From an optimization exercise on the open Yosys and OpenROAD flow, aimed at small area, a short achievable clock period and few clock cycles per item; shortcuts taken in it are not production practice. Only simulation tests tie the RTL to the original design; equivalence was not proved.

==> flow/config.mk <==
export PLATFORM = sky130hd
export DESIGN_NAME = pm32
export DESIGN_NICKNAME = pm32
export VERILOG_FILES = /design/flow/design.v
export SDC_FILE = /design/flow/constraint.sdc
export NUM_CORES = 4
export LEC_CHECK = 0
export CAP_MARGIN = 20
export CORE_MARGIN = 2
export CORE_UTILIZATION = 40
export PLACE_DENSITY = 0.6
export SLEW_MARGIN = 20
==> flow/constraint.sdc <==
create_clock -name core_clock -period 3.0 [get_ports {clk}]
set_input_delay 0.6000 -clock core_clock [delete_from_list [all_inputs] [get_ports {clk}]]
set_output_delay 0.6000 -clock core_clock [all_outputs]
set_load 0.01 [all_outputs]
==> flow/design.v <==
`timescale 1ns/1ps
`default_nettype none
module pm32 (
    input wire          clk,
    input wire          rst,
    input wire          start,
    input wire  [31:0]  mc,
    input wire  [31:0]  mp,
    output reg  [63:0]  p,
    output reg          done,
    input wire          op  
);
    reg  [33:0]     ss, cs;
    reg             ci;
    reg  [3:0]      lo_r;
    reg  [3:0]      cnt;      
    reg             busy;     
    reg             sh;       
    reg             fin;      
    reg  [1:0]      ng_r, one_r, two_r;    
    reg  [4:0]     wn;        
    always @* begin
        case (cnt)
            4'd0: wn = {mc[7], mc[6], mc[5], mc[4], mc[3]};
            4'd1: wn = {mc[11], mc[10], mc[9], mc[8], mc[7]};
            4'd2: wn = {mc[15], mc[14], mc[13], mc[12], mc[11]};
            4'd3: wn = {mc[19], mc[18], mc[17], mc[16], mc[15]};
            4'd4: wn = {mc[23], mc[22], mc[21], mc[20], mc[19]};
            4'd5: wn = {mc[27], mc[26], mc[25], mc[24], mc[23]};
            4'd6: wn = {mc[31], mc[30], mc[29], mc[28], mc[27]};
            default: wn = {5{1'b0}};
        endcase
    end
    wire [4:0] w0 = {mc[3:0], 1'b0};
    wire [1:0] ng0, one0, two0, ngn, onen, twon;
    assign ng0[0]  = w0[2] & ~(w0[1] & w0[0]);
    assign one0[0] = w0[1] ^ w0[0];
    assign two0[0] = (w0[2] & ~w0[1] & ~w0[0]) | (~w0[2] & w0[1] & w0[0]);
    assign ngn[0]  = wn[2] & ~(wn[1] & wn[0]);
    assign onen[0] = wn[1] ^ wn[0];
    assign twon[0] = (wn[2] & ~wn[1] & ~wn[0]) | (~wn[2] & wn[1] & wn[0]);
    assign ng0[1]  = w0[4] & ~(w0[3] & w0[2]);
    assign one0[1] = w0[3] ^ w0[2];
    assign two0[1] = (w0[4] & ~w0[3] & ~w0[2]) | (~w0[4] & w0[3] & w0[2]);
    assign ngn[1]  = wn[4] & ~(wn[3] & wn[2]);
    assign onen[1] = wn[3] ^ wn[2];
    assign twon[1] = (wn[4] & ~wn[3] & ~wn[2]) | (~wn[4] & wn[3] & wn[2]);
    wire [1:0] ng  = busy ? ng_r  : ng0;
    wire [1:0] one = busy ? one_r : one0;
    wire [1:0] two = busy ? two_r : two0;
    wire [32:0] mx = {1'b0, mp};
    wire [32:0] m2 = {mp, 1'b0};
    wire [32:0] e0 = (({33{one[0]}} & mx) | ({33{two[0]}} & m2)) ^ {33{ng[0]}};
    wire [32:0] e1 = (({33{one[1]}} & mx) | ({33{two[1]}} & m2)) ^ {33{ng[1]}};
    wire s1 = (cs[2] & busy) ^ (busy ? ss[2] : vng[1]);
    wire c2 = (cs[2] & busy) & (busy ? ss[2] : vng[1]);
    wire s3 = (ss[3] & busy) ^ (cs[3] & busy) ^ e0[3];
    wire c4 = ((ss[3] & busy) & (cs[3] & busy)) | ((ss[3] & busy) & e0[3]) | ((cs[3] & busy) & e0[3]);
    wire s5 = (cs[4] & busy) ^ (busy ? ss[4] : vng[2]) ^ e0[4];
    wire c6 = ((cs[4] & busy) & (busy ? ss[4] : vng[2])) | ((cs[4] & busy) & e0[4]) | ((busy ? ss[4] : vng[2]) & e0[4]);
    wire s7 = (ss[5] & busy) ^ (cs[5] & busy) ^ e0[5];
    wire c8 = ((ss[5] & busy) & (cs[5] & busy)) | ((ss[5] & busy) & e0[5]) | ((cs[5] & busy) & e0[5]);
    wire s9 = (cs[6] & busy) ^ (busy ? ss[6] : vng[3]) ^ e0[6];
    wire c10 = ((cs[6] & busy) & (busy ? ss[6] : vng[3])) | ((cs[6] & busy) & e0[6]) | ((busy ? ss[6] : vng[3]) & e0[6]);
    wire s11 = (ss[7] & busy) ^ (cs[7] & busy) ^ e0[7];
    wire c12 = ((ss[7] & busy) & (cs[7] & busy)) | ((ss[7] & busy) & e0[7]) | ((cs[7] & busy) & e0[7]);
    wire s13 = (cs[8] & busy) ^ (busy ? ss[8] : vng[4]) ^ e0[8];
    wire c14 = ((cs[8] & busy) & (busy ? ss[8] : vng[4])) | ((cs[8] & busy) & e0[8]) | ((busy ? ss[8] : vng[4]) & e0[8]);
    wire s15 = (ss[9] & busy) ^ (cs[9] & busy) ^ e0[9];
    wire c16 = ((ss[9] & busy) & (cs[9] & busy)) | ((ss[9] & busy) & e0[9]) | ((cs[9] & busy) & e0[9]);
    wire s17 = (cs[10] & busy) ^ (busy ? ss[10] : vng[5]) ^ e0[10];
    wire c18 = ((cs[10] & busy) & (busy ? ss[10] : vng[5])) | ((cs[10] & busy) & e0[10]) | ((busy ? ss[10] : vng[5]) & e0[10]);
    wire s19 = (ss[11] & busy) ^ (cs[11] & busy) ^ e0[11];
    wire c20 = ((ss[11] & busy) & (cs[11] & busy)) | ((ss[11] & busy) & e0[11]) | ((cs[11] & busy) & e0[11]);
    wire s21 = (cs[12] & busy) ^ (busy ? ss[12] : vng[6]) ^ e0[12];
    wire c22 = ((cs[12] & busy) & (busy ? ss[12] : vng[6])) | ((cs[12] & busy) & e0[12]) | ((busy ? ss[12] : vng[6]) & e0[12]);
    wire s23 = (ss[13] & busy) ^ (cs[13] & busy) ^ e0[13];
    wire c24 = ((ss[13] & busy) & (cs[13] & busy)) | ((ss[13] & busy) & e0[13]) | ((cs[13] & busy) & e0[13]);
    wire s25 = (cs[14] & busy) ^ (busy ? ss[14] : vng[7]) ^ e0[14];
    wire c26 = ((cs[14] & busy) & (busy ? ss[14] : vng[7])) | ((cs[14] & busy) & e0[14]) | ((busy ? ss[14] : vng[7]) & e0[14]);
    wire s27 = (ss[15] & busy) ^ (cs[15] & busy) ^ e0[15];
    wire c28 = ((ss[15] & busy) & (cs[15] & busy)) | ((ss[15] & busy) & e0[15]) | ((cs[15] & busy) & e0[15]);
    wire s29 = (cs[16] & busy) ^ (busy ? ss[16] : vng[8]) ^ e0[16];
    wire c30 = ((cs[16] & busy) & (busy ? ss[16] : vng[8])) | ((cs[16] & busy) & e0[16]) | ((busy ? ss[16] : vng[8]) & e0[16]);
    wire s31 = (ss[17] & busy) ^ (cs[17] & busy) ^ e0[17];
    wire c32 = ((ss[17] & busy) & (cs[17] & busy)) | ((ss[17] & busy) & e0[17]) | ((cs[17] & busy) & e0[17]);
    wire s33 = (cs[18] & busy) ^ (busy ? ss[18] : vng[9]) ^ e0[18];
    wire c34 = ((cs[18] & busy) & (busy ? ss[18] : vng[9])) | ((cs[18] & busy) & e0[18]) | ((busy ? ss[18] : vng[9]) & e0[18]);
    wire s35 = (ss[19] & busy) ^ (cs[19] & busy) ^ e0[19];
    wire c36 = ((ss[19] & busy) & (cs[19] & busy)) | ((ss[19] & busy) & e0[19]) | ((cs[19] & busy) & e0[19]);
    wire s37 = (cs[20] & busy) ^ (busy ? ss[20] : vng[10]) ^ e0[20];
    wire c38 = ((cs[20] & busy) & (busy ? ss[20] : vng[10])) | ((cs[20] & busy) & e0[20]) | ((busy ? ss[20] : vng[10]) & e0[20]);
    wire s39 = (ss[21] & busy) ^ (cs[21] & busy) ^ e0[21];
    wire c40 = ((ss[21] & busy) & (cs[21] & busy)) | ((ss[21] & busy) & e0[21]) | ((cs[21] & busy) & e0[21]);
    wire s41 = (cs[22] & busy) ^ (busy ? ss[22] : vng[11]) ^ e0[22];
    wire c42 = ((cs[22] & busy) & (busy ? ss[22] : vng[11])) | ((cs[22] & busy) & e0[22]) | ((busy ? ss[22] : vng[11]) & e0[22]);
    wire s43 = (ss[23] & busy) ^ (cs[23] & busy) ^ e0[23];
    wire c44 = ((ss[23] & busy) & (cs[23] & busy)) | ((ss[23] & busy) & e0[23]) | ((cs[23] & busy) & e0[23]);
    wire s45 = (cs[24] & busy) ^ (busy ? ss[24] : vng[12]) ^ e0[24];
    wire c46 = ((cs[24] & busy) & (busy ? ss[24] : vng[12])) | ((cs[24] & busy) & e0[24]) | ((busy ? ss[24] : vng[12]) & e0[24]);
    wire s47 = (ss[25] & busy) ^ (cs[25] & busy) ^ e0[25];
    wire c48 = ((ss[25] & busy) & (cs[25] & busy)) | ((ss[25] & busy) & e0[25]) | ((cs[25] & busy) & e0[25]);
    wire s49 = (cs[26] & busy) ^ (busy ? ss[26] : vng[13]) ^ e0[26];
    wire c50 = ((cs[26] & busy) & (busy ? ss[26] : vng[13])) | ((cs[26] & busy) & e0[26]) | ((busy ? ss[26] : vng[13]) & e0[26]);
    wire s51 = (ss[27] & busy) ^ (cs[27] & busy) ^ e0[27];
    wire c52 = ((ss[27] & busy) & (cs[27] & busy)) | ((ss[27] & busy) & e0[27]) | ((cs[27] & busy) & e0[27]);
    wire s53 = (cs[28] & busy) ^ (busy ? ss[28] : vng[14]) ^ e0[28];
    wire c54 = ((cs[28] & busy) & (busy ? ss[28] : vng[14])) | ((cs[28] & busy) & e0[28]) | ((busy ? ss[28] : vng[14]) & e0[28]);
    wire s55 = (ss[29] & busy) ^ (cs[29] & busy) ^ e0[29];
    wire c56 = ((ss[29] & busy) & (cs[29] & busy)) | ((ss[29] & busy) & e0[29]) | ((cs[29] & busy) & e0[29]);
    wire s57 = (cs[30] & busy) ^ (busy ? ss[30] : vng[15]) ^ e0[30];
    wire c58 = ((cs[30] & busy) & (busy ? ss[30] : vng[15])) | ((cs[30] & busy) & e0[30]) | ((busy ? ss[30] : vng[15]) & e0[30]);
    wire s59 = (ss[31] & busy) ^ (cs[31] & busy) ^ e0[31];
    wire c60 = ((ss[31] & busy) & (cs[31] & busy)) | ((ss[31] & busy) & e0[31]) | ((cs[31] & busy) & e0[31]);
    wire s61 = (ss[32] & busy) ^ (cs[32] & busy) ^ e0[32];
    wire c62 = ((ss[32] & busy) & (cs[32] & busy)) | ((ss[32] & busy) & e0[32]) | ((cs[32] & busy) & e0[32]);
    wire s63 = (ss[33] | ~busy) ^ (cs[33] & busy) ^ ~ng[0];
    wire c64 = ((ss[33] | ~busy) & (cs[33] & busy)) | ((ss[33] | ~busy) & ~ng[0]) | ((cs[33] & busy) & ~ng[0]);
    wire s65 = (cs[0] & busy) ^ (busy ? ss[0] : vng[0]);
    wire c66 = (cs[0] & busy) & (busy ? ss[0] : vng[0]);
    wire s67 = (ss[1] & busy) ^ (cs[1] & busy) ^ e0[1];
    wire c68 = ((ss[1] & busy) & (cs[1] & busy)) | ((ss[1] & busy) & e0[1]) | ((cs[1] & busy) & e0[1]);
    wire s69 = e0[2] ^ e1[0] ^ s1;
    wire c70 = (e0[2] & e1[0]) | (e0[2] & s1) | (e1[0] & s1);
    wire s71 = c2 ^ e1[1] ^ s3;
    wire c72 = (c2 & e1[1]) | (c2 & s3) | (e1[1] & s3);
    wire s73 = e1[2] ^ c4 ^ s5;
    wire c74 = (e1[2] & c4) | (e1[2] & s5) | (c4 & s5);
    wire s75 = e1[3] ^ c6 ^ s7;
    wire c76 = (e1[3] & c6) | (e1[3] & s7) | (c6 & s7);
    wire s77 = e1[4] ^ c8 ^ s9;
    wire c78 = (e1[4] & c8) | (e1[4] & s9) | (c8 & s9);
    wire s79 = e1[5] ^ c10 ^ s11;
    wire c80 = (e1[5] & c10) | (e1[5] & s11) | (c10 & s11);
    wire s81 = e1[6] ^ c12 ^ s13;
    wire c82 = (e1[6] & c12) | (e1[6] & s13) | (c12 & s13);
    wire s83 = e1[7] ^ c14 ^ s15;
    wire c84 = (e1[7] & c14) | (e1[7] & s15) | (c14 & s15);
    wire s85 = e1[8] ^ c16 ^ s17;
    wire c86 = (e1[8] & c16) | (e1[8] & s17) | (c16 & s17);
    wire s87 = e1[9] ^ c18 ^ s19;
    wire c88 = (e1[9] & c18) | (e1[9] & s19) | (c18 & s19);
    wire s89 = e1[10] ^ c20 ^ s21;
    wire c90 = (e1[10] & c20) | (e1[10] & s21) | (c20 & s21);
    wire s91 = e1[11] ^ c22 ^ s23;
    wire c92 = (e1[11] & c22) | (e1[11] & s23) | (c22 & s23);
    wire s93 = e1[12] ^ c24 ^ s25;
    wire c94 = (e1[12] & c24) | (e1[12] & s25) | (c24 & s25);
    wire s95 = e1[13] ^ c26 ^ s27;
    wire c96 = (e1[13] & c26) | (e1[13] & s27) | (c26 & s27);
    wire s97 = e1[14] ^ c28 ^ s29;
    wire c98 = (e1[14] & c28) | (e1[14] & s29) | (c28 & s29);
    wire s99 = e1[15] ^ c30 ^ s31;
    wire c100 = (e1[15] & c30) | (e1[15] & s31) | (c30 & s31);
    wire s101 = e1[16] ^ c32 ^ s33;
    wire c102 = (e1[16] & c32) | (e1[16] & s33) | (c32 & s33);
    wire s103 = e1[17] ^ c34 ^ s35;
    wire c104 = (e1[17] & c34) | (e1[17] & s35) | (c34 & s35);
    wire s105 = e1[18] ^ c36 ^ s37;
    wire c106 = (e1[18] & c36) | (e1[18] & s37) | (c36 & s37);
    wire s107 = e1[19] ^ c38 ^ s39;
    wire c108 = (e1[19] & c38) | (e1[19] & s39) | (c38 & s39);
    wire s109 = e1[20] ^ c40 ^ s41;
    wire c110 = (e1[20] & c40) | (e1[20] & s41) | (c40 & s41);
    wire s111 = e1[21] ^ c42 ^ s43;
    wire c112 = (e1[21] & c42) | (e1[21] & s43) | (c42 & s43);
    wire s113 = e1[22] ^ c44 ^ s45;
    wire c114 = (e1[22] & c44) | (e1[22] & s45) | (c44 & s45);
    wire s115 = e1[23] ^ c46 ^ s47;
    wire c116 = (e1[23] & c46) | (e1[23] & s47) | (c46 & s47);
    wire s117 = e1[24] ^ c48 ^ s49;
    wire c118 = (e1[24] & c48) | (e1[24] & s49) | (c48 & s49);
    wire s119 = e1[25] ^ c50 ^ s51;
    wire c120 = (e1[25] & c50) | (e1[25] & s51) | (c50 & s51);
    wire s121 = e1[26] ^ c52 ^ s53;
    wire c122 = (e1[26] & c52) | (e1[26] & s53) | (c52 & s53);
    wire s123 = e1[27] ^ c54 ^ s55;
    wire c124 = (e1[27] & c54) | (e1[27] & s55) | (c54 & s55);
    wire s125 = e1[28] ^ c56 ^ s57;
    wire c126 = (e1[28] & c56) | (e1[28] & s57) | (c56 & s57);
    wire s127 = e1[29] ^ c58 ^ s59;
    wire c128 = (e1[29] & c58) | (e1[29] & s59) | (c58 & s59);
    wire s129 = e1[30] ^ c60 ^ s61;
    wire c130 = (e1[30] & c60) | (e1[30] & s61) | (c60 & s61);
    wire s131 = e1[31] ^ s63 ^ c62;
    wire c132 = (e1[31] & s63) | (e1[31] & c62) | (s63 & c62);
    wire s133 = 1'b1 ^ e1[32] ^ c64;
    wire c134 = (1'b1 & e1[32]) | (1'b1 & c64) | (e1[32] & c64);
    wire [37:0] ra = {1'b0, 1'b1, ~ng[1], s133, s131, c128, c126, c124, c122, c120, c118, c116, c114, c112, c110, c108, c106, c104, c102, c100, c98, c96, c94, c92, c90, c88, c86, c84, c82, c80, c78, c76, c74, c72, c70, c68, c66, e0[0]};
    wire [37:0] rb = {1'b0, 1'b0, c134, c132, c130, s129, s127, s125, s123, s121, s119, s117, s115, s113, s111, s109, s107, s105, s103, s101, s99, s97, s95, s93, s91, s89, s87, s85, s83, s81, s79, s77, s75, s73, s71, s69, s67, s65};
    wire [15:0] vng;
    wire [32:0] mcx = {mc, 1'b0};
    genvar gd;
    generate
        for (gd = 0; gd < 16; gd = gd + 1) begin : g_vng
            assign vng[gd] = mcx[2*gd+2] & ~(mcx[2*gd+1] & mcx[2*gd]);
        end
    endgenerate
    wire [4:0] lo = ra[3:0] + rb[3:0] + {4'b0, ci & busy};    
    wire [31:0] hs = ss[31:0] + cs[31:0] + {31'b0, ci};    
    wire [31:0] ln = {lo_r, p[31:4]};    
    always @(posedge clk) begin
        if (sh)
            p[31:0] <= ln[31:0];
        if (fin)
            p[63:32] <= hs;
        ss <= ra[37:4];
        cs <= rb[37:4];
        ci <= lo[4];
        lo_r <= lo[3:0];
        ng_r  <= ngn;
        one_r <= onen;
        two_r <= twon;
    end
    wire more = (start | busy) & (cnt != 4'd7);
    always @(posedge clk or posedge rst) begin
        if (rst) begin
            cnt  <= 4'd0;
            busy <= 1'b0;
            sh   <= 1'b0;
            fin  <= 1'b0;
            done <= 1'b0;
        end else begin
            if (start | busy)
                cnt <= cnt + 4'd1;
            else
                cnt <= 4'd0;
            busy <= more;
            sh   <= start | busy;
            fin  <= (start | busy) & (cnt == 4'd7);
            done <= fin | (done & ~start);
        end
    end
endmodule
==> flow/flow/run.sh <==
#!/bin/bash
# Layout: the standard flow (standard synthesis unchanged), except that
#  - the port buffers that global placement inserts are sky130_fd_sc_hd__buf_1 cells,
#  - timing repair aims for 0.3 ns of setup slack,
#  - the core is 70% utilised with placement density 0.85,
#  - timing repair may resize a cell to any footprint.
# The output of each step is kept in its own log file in this folder.
set -euo pipefail
cd "$(dirname "$0")/.."
bash standard.sh synth > flow_synth.log 2>&1
bash standard.sh "BUFFER_PORTS_ARGS=-buffer_cell sky130_fd_sc_hd__buf_1" SETUP_SLACK_MARGIN=0.3 \
  CORE_UTILIZATION=70 PLACE_DENSITY=0.85 MATCH_CELL_FOOTPRINT=0 finish > flow_layout.log 2>&1
==> flow/standard.sh <==
#!/bin/bash
# synth_recipe.tcl (not shown) runs the flow's synth.tcl, then flattens the netlist and writes it again
# the make line also repeats each setting of config.mk as NAME=value (left out here)
make -C /OpenROAD-flow-scripts/flow DESIGN_CONFIG=/design/flow/config.mk WORK_HOME=/design/flow/orfs CLKGATE_MAP_FILE= SYNTH_SCRIPT=/design/flow/synth_recipe.tcl "${@:-finish}"
==> results.txt <==
[sequential cells by signal, indices dropped and copies added (netlist names)]
register	cells
ng_r	2
ci	1
p	64
cnt	4
sh	1
fin	1
cs	32
two_r	2
one_r	2
ss	32
busy	1
done	1
lo_r	4
[repair_timing]
item                       CTS  global route
cloned                       0             1
hold buffers                 0             0
pin swaps                    8            15
setup endpoints to repair   29            34
buffers inserted             2            11
gates resized for setup     22            28
[metal layers]
layer / wire (µm) / part of all wire (%) / global-route usage, %
met1: 9221 / 39 / 42.78
met2: 11310 / 48 / 51.64
met3: 2443 / 10 / 9.052
met4: 801 / 3.4 / 11.40
met5: 0 / 0 / 0
[cells by family (layout without fill, tap and decap cells)]
kind of cell | count (synthesis) | count (layout) | synth area share (%)
fa+ha+maj | 110 | 110 | 20.06
mux | 3 | 3 | 0.3486
simple gates | 196 | 196 | 9.640
flops | 147 | 147 | 38.83
xor+xnor | 101 | 101 | 9.478
buf+inv | 122 | 240 | 6.864
compound gates | 197 | 197 | 14.79
other cells | 0 | 1 | 0
[path summary, 6_finish.rpt]
| check | from | end | slack (ps) | depth (start not counted) |
|---|---|---|---|---|
| worst min-delay path | rst | done$_DFF_PP0_ | 70 | 2 |
| max in group asynchronous | rst | busy$_DFF_PP0_ | 2670 | 2 |
| min in group core_clock | lo_r[0]$_DFF_P_ | p[28]$_DFFE_PP_ | 410 | 0 |
| worst min register to register | lo_r[0]$_DFF_P_ | p[28]$_DFFE_PP_ | 410 | 0 |
| worst max-delay path | busy$_DFF_PP0_ | cs[17]$_DFF_P_ | 240 | 7 |
| worst max register to register | busy$_DFF_PP0_ | cs[17]$_DFF_P_ | 240 | 7 |
[synthesized netlist by cell type (all sizes together), types with 4 or more instances]
| cell type | count |
|---|---|
| nand4 | 6 |
| a21oi | 34 |
| edfxtp | 64 |
| a21boi | 6 |
| nand2 | 110 |
| o21ai | 36 |
| o21bai | 4 |
| buf | 42 |
| nor2 | 24 |
| a31oi | 8 |
| a222oi | 5 |
| a21o | 12 |
| nor3 | 5 |
| dfrtp | 8 |
| nand3 | 14 |
| nor2b | 5 |
| a211oi | 5 |
| and2 | 21 |
| clkbuf | 34 |
| ha | 44 |
| dfxtp | 75 |
| xnor2 | 73 |
| inv | 44 |
| fa | 66 |
| xor2 | 28 |
| a22oi | 68 |
[area by class of cell]
cell class                      count  share of cell area [%]
Clock buffer                       17                   3.959
Clock inverter                     15                   1.351
Antenna cell                        1                 0.02329
Sequential cell                   147                   33.74
Inverter                           44                   1.537
Timing Repair Buffer              164                   7.336
Multi-Input combinational cell    607                   50.00
Tap cell                          176                   2.049
[worst reg2reg max path, cell delays in order, from the launching register on]
cell	delay, ps
dfrtp_2	490
mux2_4	370
buf_4	260
a22oi_1	340
xnor2_1	200
fa_1	460
inv_1	100
fa_1	420
[through the flow]
stage	hold slack [ps]	utilization (%)	setup slack [ps]	instance area (µm²)	setup TNS, ps
2_1_floorplan	385.5	-	220.8	9378	0
3_3_place_gp	387.7	74.28	26.64	9758	0
3_5_place_dp	388.7	74.28	-28.82	9758	-47.72
4_1_cts	73.38	79.70	291.0	10470	0
5_1_grt	85.96	81.77	160.1	10740	0
6_report	72.20	81.79	237.8	10750	0
==> results.txt <==
- Ranking of synthesized cells by area: edfxtp_1, dfxtp_1, fa_1
- Max-cap violations: 0
- Die extent in x: 119.5 µm
- Syn nets: 1,054
- Placed wire-length estimate: 15,530 µm
- Fillcell total: 738
- Share of cells above drive strength 1: 13.18%
- Largest net degree at the start of global routing: 51
- Ys async rst share: 5.442%
- CTS buffer count: 17
- Root buffer cell: clkbuf_16
- Global-route wire length before repair: 35,250 µm
- Yosys top cell area share: 20.59%
- Multi-input logic area: 5373 µm²
- Initial DRC count: 959
- DRT Pass-1 Iters: 6
- Hold Crit Class: primary input to asynchronous set/reset pin
- Worst-path cell chain: mux2_4, buf_4, a22oi_1, xnor2_1, fa_1, inv_1, fa_1
- DRC: 0
- Slowest-stage cell, CP: dfrtp_2
- Clock Skews: 12.50 ps
- Crit. End Element: register
- Syn Area/Cell: 10.65 µm²
- EDFF count, synth: 64
- Post-Synthesis Cells: 876
- Vias/cell: 6.220
- Worst Path Buf+Inv: 2
- Commonest non-fill, non-tap cells in the layout: buf_1, nand2_1, dfxtp_1, xnor2_1, edfxtp_1
- Count of pins over their slew limit: 0
- Clock Pin Slew Worst Setup and Hold Paths: 70 ps
- I/O Pins: 133
- Critical Path Most Common Cell: fa_1
- Post-route ant nets: 0
- TritonCTS clock tree: yes
- Slew Limit Headroom: 68.17%
- DP Cell Count: 1,124
- Finished Layout Cells: 1,171
- Core Area: 13,140 µm²
- DIE HEIGHT: 119.5 µm
- Final worst-path cycle share: 92.07%
- Tot GR Track Use: 32.37%
- Die Area: 14,270 µm²
- Setup violators final: 0
- Row count: 42
- H-tree levels: 4
- Post-Syn Area: 9333 µm²
- Initial antenna violation count: 0
- Area growth, synth to finish: 15.14%
- RSZ-0062 raised after global routing: yes
- Commonest non-fill, non-tap cell in the layout: buf_1
- Synth warn: 1
- Critical Path AT: 3060 ps
- Nets: 1,159
- #FFs+latches synth: 147
- Starting Density: 71.04%
- Worst-path fanout max: 27
- Min Tclk post-route: 2762 ps
- Top FF cell, synth: dfxtp_1
- Largest area contributor in the netlist: edfxtp_1
- Fin. Hold Viols: 0
- Storage element area: 3626 µm²
- Worst Setup Path Type: register to register
- Max Buffers Root-to-Sink: 2
- Vias: 7,284
- CP max stage delay: 490 ps
- Worst Tran Pin Value: 477.4 ps
- Drt total wl: 23,780 µm
- Distinct cells, synth: 68
- Post-DR wirelength/cell: 20.31 µm
- CP required: 3300 ps
- Post-synthesis sequential area ratio: 38.83%
- Status: complete, no violations
- Clock Latency Late Sink: 430 ps
- Max Freq: 362.0 MHz
- Critical Path Start Type: register
- Sink Count: 147
- Vias in the first global route: 6,749
- Port buffer count: 131
- Gpl congestion: 0.9428
- Remaining Overflow, GRT: 0
- Largest delay share family, worst path: adder cells
Testbench counts, summed over its fixed seeds: cycles 21,608, items 2,400.

## port drivers added, routing unchanged
The results above use ideal ports. As a check the final layout listed here was re-extracted and re-timed, cells and wires unchanged.
Step 1 assumes that a clkbuf_16 drives the clock port and a buf_2 every other input.
Step 2 adds t to the input delays and takes it off the output delays; t is the mean of the earliest and latest rising clock arrival at the registers after step 1. Input paths then give back, and output paths get back, about the clock's delay inside the block.
a / b / c = ideal ports / drivers / drivers and shift; a / b = the first two.
shift t [ns]: 0.469
setup WS [ns]: 0.238 / 0.238 / -0.039
worst hold slack (ns): 0.072 / 0.049 / 0.408
worst setup path after step 2: input to register
With both steps, setup timing fails in this run, where it was met with ideal ports. The setup slack of this run moves by 0.000 ns with the drivers and by -0.277 ns with both steps.
